Source: an optimization exercise on an open RTL-to-GDS flow (aim: small area and a short achievable clock period). Production flows keep margins and buffers that such runs may drop.
At most, simulation tests tie the RTL to the original design; equivalence was not proved.
No driver is modelled on the clock port, so clock power and skew are understated where the tree is cut down; a real chip needs a root buffer or a tree.
Power and IR drop assume default switching activity.

Design syc_FIFO, start of the top module:
module syc_FIFO #(
    parameter DATA_WIDTH = 32,
    parameter DEPTH      = 16
)(
    input                       wr_en,
    input                       rd_en,
    input      [DATA_WIDTH-1:0] wr_data,
    input                       clk,
    input                       rstb,
    output reg [DATA_WIDTH-1:0] rd_data,
    output reg                  full,
    output wire                 empty
);
    localparam J = DEPTH / 2;
    reg [DATA_WIDTH-1:0] memory [DEPTH-1:0];
    reg [DEPTH-1:0]      wr_sel, rd_sel;
    reg [J-1:0]          fill;
    reg                  not_empty;
    assign empty = ~not_empty;
    wire wr = wr_en & ~full;
    wire rd = rd_en & not_empty;
    wire one_word = fill[0] & ~fill[1];           
    wire one_free = fill[J-1] & ~fill[J-2];       
    wire up   = wr & ~rd;                         
    wire down = rd & ~wr;                         
    wire wr_load = full & rd_en;
    wire wr_step = wr & ~(up & one_free);
    wire wr_hold = ~wr_load & ~wr;
    wire rd_load = ~not_empty & wr_en;
    wire rd_step = rd & ~(down & one_word);
    wire rd_hold = ~rd_load & ~rd;
    wire [DEPTH-1:0] wr_sel_next = ({DEPTH{wr_load}} & rd_sel)
                                 | ({DEPTH{wr_step}} & {wr_sel[DEPTH-2:0], wr_sel[DEPTH-1]})
                                 | ({DEPTH{wr_hold}} & wr_sel);
    wire [DEPTH-1:0] rd_sel_next = ({DEPTH{rd_load}} & wr_sel)
                                 | ({DEPTH{rd_step}} & {rd_sel[DEPTH-2:0], rd_sel[DEPTH-1]})
                                 | ({DEPTH{rd_hold}} & rd_sel);
    integer i;
    always @(posedge clk)
        for (i = 0; i < DEPTH; i = i + 1)
            if (wr_en & wr_sel[i]) memory[i] <= wr_data;
    reg [DATA_WIDTH-1:0] rd_word;
    always @* begin
        rd_word = {DATA_WIDTH{1'b0}};
        for (i = 0; i < DEPTH; i = i + 1)
            rd_word = rd_word | (memory[i] & {DATA_WIDTH{rd_sel[i]}});
    end
    always @(posedge clk or negedge rstb) begin
        if (!rstb) begin
            wr_sel    <= 1;
            rd_sel    <= 0;
            fill      <= 0;
            rd_data   <= 0;
            full      <= 1'b0;
  ...
export LEC_CHECK = 0
export CAP_MARGIN = 20
export CORE_MARGIN = 2
export CORE_UTILIZATION = 40
export SETUP_SLACK_MARGIN = 1.45
export SLEW_MARGIN = 20
create_clock -name core_clock -period 3.0 [get_ports {clk}]
standard.sh (not shown) runs the stock make flow with config.mk's settings and CLKGATE_MAP_FILE= SYNTH_SCRIPT=/design/flow/synth_recipe.tcl, a recipe that flattens the netlist after the stock synthesis.
==> flow/flow/run.sh <==
#!/bin/bash
# Standard ORFS layout (the standard.sh, synthesis unchanged) with:
#  - port buffers of a plain buffer cell instead of the one buffer_ports picks;
#  - a hand-built two-level clock tree (flow/pre_cts.tcl, flow/mancts.tcl)
#    in place of TritonCTS's three-level one.
set -uo pipefail
here=$(pwd)
bash standard.sh \
  BUFFER_PORTS_ARGS="-buffer_cell sky130_fd_sc_hd__buf_4" \
  PRE_CTS_TCL="$here/flow/pre_cts.tcl" \
  finish > flow_make.log 2>&1
Other scripts of this flow, unchanged in this note and not shown: flow/flow/mancts.tcl, flow/flow/pre_cts.tcl
The first run finished with timing, DRC and antenna clean.
Edit:
- SETUP_SLACK_MARGIN: 1.45 -> 1.3
Result:
- synthesized cell count stays the same
- synthesized area does not change
- utilization drops by 1.4 points
- power came out lower by 1.3%
- cell count came out lower by 1.1%
- critical path depth is unchanged
Function was not checked in any run of this note: the RTL went through the layout flow alone. In every run of this note, the design's own scripts or RTL, not TritonCTS, make the clock network.

========
## run A
The RTL this note starts from:
==> flow/design.v <==
module syc_FIFO #(
    parameter DATA_WIDTH = 32,
    parameter DEPTH      = 16
)(
    input                       wr_en,
    input                       rd_en,
    input      [DATA_WIDTH-1:0] wr_data,
    input                       clk,
    input                       rstb,
    output reg [DATA_WIDTH-1:0] rd_data,
    output reg                  full,
    output wire                 empty
);
    localparam J = DEPTH / 2;
    reg [DATA_WIDTH-1:0] memory [DEPTH-1:0];
    reg [DEPTH-1:0]      wr_sel, rd_sel;
    reg [DEPTH-1:0]      rd_mux_lo, rd_mux_hi;
    reg [J-1:0]          fill;
    reg                  not_empty;
    assign empty = ~not_empty;
    wire wr = wr_en & ~full;
    wire rd = rd_en & not_empty;
    wire one_word = fill[0] & ~fill[1];           
    wire one_free = fill[J-1] & ~fill[J-2];       
    wire up   = wr & ~rd;                         
    wire down = rd & ~wr;                         
    wire wr_load = full & rd_en;
    wire wr_step = wr_en & ~full & (rd_en | ~one_free);
    wire wr_hold = full ? ~rd_en : ~wr_en;
    wire rd_load = ~not_empty & wr_en;
    wire rd_step = rd_en & not_empty & (wr_en | ~one_word);
    wire rd_hold = not_empty ? ~rd_en : ~wr_en;
    wire [DEPTH-1:0] wr_sel_next = ({DEPTH{wr_load}} & rd_sel)
                                 | ({DEPTH{wr_step}} & {wr_sel[DEPTH-2:0], wr_sel[DEPTH-1]})
                                 | ({DEPTH{wr_hold}} & wr_sel);
    wire [DEPTH-1:0] rd_sel_next = ({DEPTH{rd_load}} & wr_sel)
                                 | ({DEPTH{rd_step}} & {rd_sel[DEPTH-2:0], rd_sel[DEPTH-1]})
                                 | ({DEPTH{rd_hold}} & rd_sel);
    integer i;
    always @(posedge clk)
        for (i = 0; i < DEPTH; i = i + 1)
            if (wr_en & wr_sel[i]) memory[i] <= wr_data;
    localparam LO = DATA_WIDTH / 2;
    reg [DATA_WIDTH-1:0] rd_word;
    always @* begin
        rd_word = {DATA_WIDTH{1'b0}};
        for (i = 0; i < DEPTH; i = i + 1)
            rd_word = rd_word | (memory[i] & {{(DATA_WIDTH-LO){rd_mux_hi[i]}}, {LO{rd_mux_lo[i]}}});
    end
    always @(posedge clk) begin
        rd_mux_lo <= rd_sel_next;
        rd_mux_hi <= rd_sel_next;
    end
    always @(posedge clk or negedge rstb) begin
        if (!rstb) begin
            wr_sel    <= 1;
            rd_sel    <= 0;
            fill      <= 0;
            rd_data   <= 0;
            full      <= 1'b0;
            not_empty <= 1'b0;
        end else begin
            if (rd) rd_data <= rd_word;
            wr_sel <= wr_sel_next;
            rd_sel <= rd_sel_next;
            full      <= full ? ~rd_en : (wr_en & ~rd_en & one_free);
            not_empty <= not_empty ? ~(rd_en & ~wr_en & one_word) : wr_en;
            if (up)
                fill <= {fill[J-2:0], ~fill[J-1]};
            else if (down)
                fill <= {~fill[0], fill[J-1:1]};
        end
    end
endmodule
clock: 3.0 ns
lec_check: 0
cap_margin: 20
core_margin: 2
core_utilization: 40
setup_slack_margin: 1.55
slew_margin: 20
==> flow/flow/run.sh <==
#!/bin/bash
# Standard ORFS layout (the standard.sh, synthesis unchanged) with:
#  - port buffers of a plain buffer cell instead of the one buffer_ports picks;
#  - a hand-built two-level clock tree (flow/pre_cts.tcl, flow/mancts.tcl)
#    in place of TritonCTS's three-level one;
#  - gate sizing not held to cells of the same footprint.
set -uo pipefail
here=$(pwd)
bash standard.sh \
  BUFFER_PORTS_ARGS="-buffer_cell sky130_fd_sc_hd__buf_4" \
  PRE_CTS_TCL="$here/flow/pre_cts.tcl" \
  MATCH_CELL_FOOTPRINT=0 \
  finish > flow_make.log 2>&1
Other scripts of this flow, unchanged in this note and not shown: flow/flow/mancts.tcl, flow/flow/pre_cts.tcl
[inputs] run B vs run A
- SETUP_SLACK_MARGIN now 1.35, was 1.55
- CORE_UTILIZATION now 50, was 40
--- a/flow/flow/run.sh
+++ b/flow/flow/run.sh
@@ -10 +10 @@
-  BUFFER_PORTS_ARGS="-buffer_cell sky130_fd_sc_hd__buf_4" \
+  BUFFER_PORTS_ARGS="-buffer_cell sky130_fd_sc_hd__buf_2" \
Results
Compared run B vs run A, and routed wirelength normalized by instance count is down in run B.
On design area, run A loses to run B.
Diff run B and run A: wire length of the first global-routing pass lower in run B
Comparing run A against run B, there is no change at all in simple-gate share of the synthesized area.
Run B: worst IR drop on VDD lower than run A
Re met1 usage: run B and run A aren't equal, and the lower value belongs to run A.
Run B against run A: die area decreased by 20% relative to the old numbers; arrival time of the worst setup path increased by 0.04 ns relative to the old numbers.
Run B has part of the cycle the worst path needs above what run A had.
Measured against run B, the count of cells resized by post-cts repair of run A comes out at 5.2 times the reference value.
Side by side, die extent in y turned out lower in run B than in run A.
diff inputs: run B => run C
- swapping 50 for 40 in CORE_UTILIZATION
Run C closes out successfully: all stages finished, all timing, DRC and antenna checks passed.
Cell-internal power: run C vs run B — no meaningful difference
As far as gate count of the mapped netlist goes, run B and run C are indistinguishable; the numbers are identical.
Run C against run B: number of nets in the layout went down by 4, period utilization +0.25 points, final wirelength up about 2.2%, wire length the detailed router placed on met1 went up by about 0.4%.
Run C: final period demand of the worst path higher than run B
In every run of this note, the design's own scripts or RTL, not TritonCTS, make the clock network.

========
// syc_FIFO: RTL as listed in full above, without the edits since
==> flow/config.mk <==
export PLATFORM = sky130hd
export DESIGN_NAME = syc_FIFO
export DESIGN_NICKNAME = syc_FIFO
export VERILOG_FILES = /design/flow/design.v
export SDC_FILE = /design/flow/constraint.sdc
export NUM_CORES = 4
export LEC_CHECK = 0
export CAP_MARGIN = 20
export CORE_MARGIN = 2
export CORE_UTILIZATION = 40
export SETUP_SLACK_MARGIN = 1.3
export SLEW_MARGIN = 20
==> flow/constraint.sdc <==
create_clock -name core_clock -period 3.0 [get_ports {clk}]
set_input_delay 0.6000 -clock core_clock [delete_from_list [all_inputs] [get_ports {clk}]]
set_output_delay 0.6000 -clock core_clock [all_outputs]
set_load 0.01 [all_outputs]
==> flow/flow/run.sh <==
#!/bin/bash
# Standard ORFS layout (the standard.sh, synthesis unchanged) with:
#  - port buffers of a plain buffer cell instead of the one buffer_ports picks;
#  - a hand-built two-level clock tree (flow/pre_cts.tcl, flow/mancts.tcl)
#    in place of TritonCTS's three-level one;
#  - gate sizing not held to cells of the same footprint.
set -uo pipefail
here=$(pwd)
bash standard.sh \
  BUFFER_PORTS_ARGS="-buffer_cell sky130_fd_sc_hd__buf_2" \
  PRE_CTS_TCL="$here/flow/pre_cts.tcl" \
  MATCH_CELL_FOOTPRINT=0 \
  finish > flow_make.log 2>&1
Other scripts of this flow, unchanged in this note and not shown: flow/flow/mancts.tcl, flow/flow/pre_cts.tcl
Edit:
--- a/flow/flow/run.sh
+++ b/flow/flow/run.sh
@@ -10 +10 @@
-  BUFFER_PORTS_ARGS="-buffer_cell sky130_fd_sc_hd__buf_2" \
+  BUFFER_PORTS_ARGS="-buffer_cell sky130_fd_sc_hd__buf_4" \
SETUP_SLACK_MARGIN = 1.25   (was 1.3)
Effect: The new run completed with no timing, DRC or antenna violations. Wire length shrinks by about 2.2%. Worst hold slack got worse by 190 ps. Final area is about the same. Area after synthesis does not change. Utilization is about the same. Via count shrinks by about 2.2%. Critical path depth shrinks by 1. Register-to-register slack hardly moves. Total power is about the same.
No run of this note takes its clock network from TritonCTS; it comes from the design's own scripts or RTL.

==> separate check: timing with driven ports <==
The results above use ideal ports. As a check the final layouts listed here were re-extracted and re-timed, cells and wires unchanged. Step 1: set_driving_cell puts a clkbuf_16 on clk and a buf_2 on each other input, an assumption about the parent block. Step 2, shift: input delay + t, output delay - t, t = (earliest + latest rising clock arrival at the registers) / 2. This alone moves slack from input paths to output paths. Three values: no drivers, after step 1, after step 2; two values: the first two.
| run | shift t [ns] | setup WS [ns] | worst setup path at the end | latest minus earliest clock arrival (ns) |
|---|---|---|---|---|
| the first run of note 1 | 0.479 | 1.258 / 1.239 / 0.963 | input to register | 0.038 / 0.039 |
| the second run of note 1 | 0.465 | 1.223 / 1.223 / 1.001 | input to register | 0.043 / 0.044 |
| run A | 0.478 | 1.407 / 1.300 / 1.142 | input to register | 0.072 / 0.073 |
| run B | 0.469 | 1.379 / 1.286 / 1.085 | input to register | 0.047 / 0.046 |
| run C | 0.477 | 1.372 / 1.269 / 1.052 | input to register | 0.039 / 0.039 |
| the first run of note 3 | 0.475 | 1.329 / 1.254 / 0.978 | input to register | 0.037 / 0.037 |
| the second run of note 3 | 0.478 | 1.320 / 1.246 / 1.019 | input to register | 0.054 / 0.053 |
After both steps every run listed still meets setup and hold. The setup slack of the first run of note 3, which loses most, moves by -0.075 ns with the drivers and by -0.351 ns with both steps.
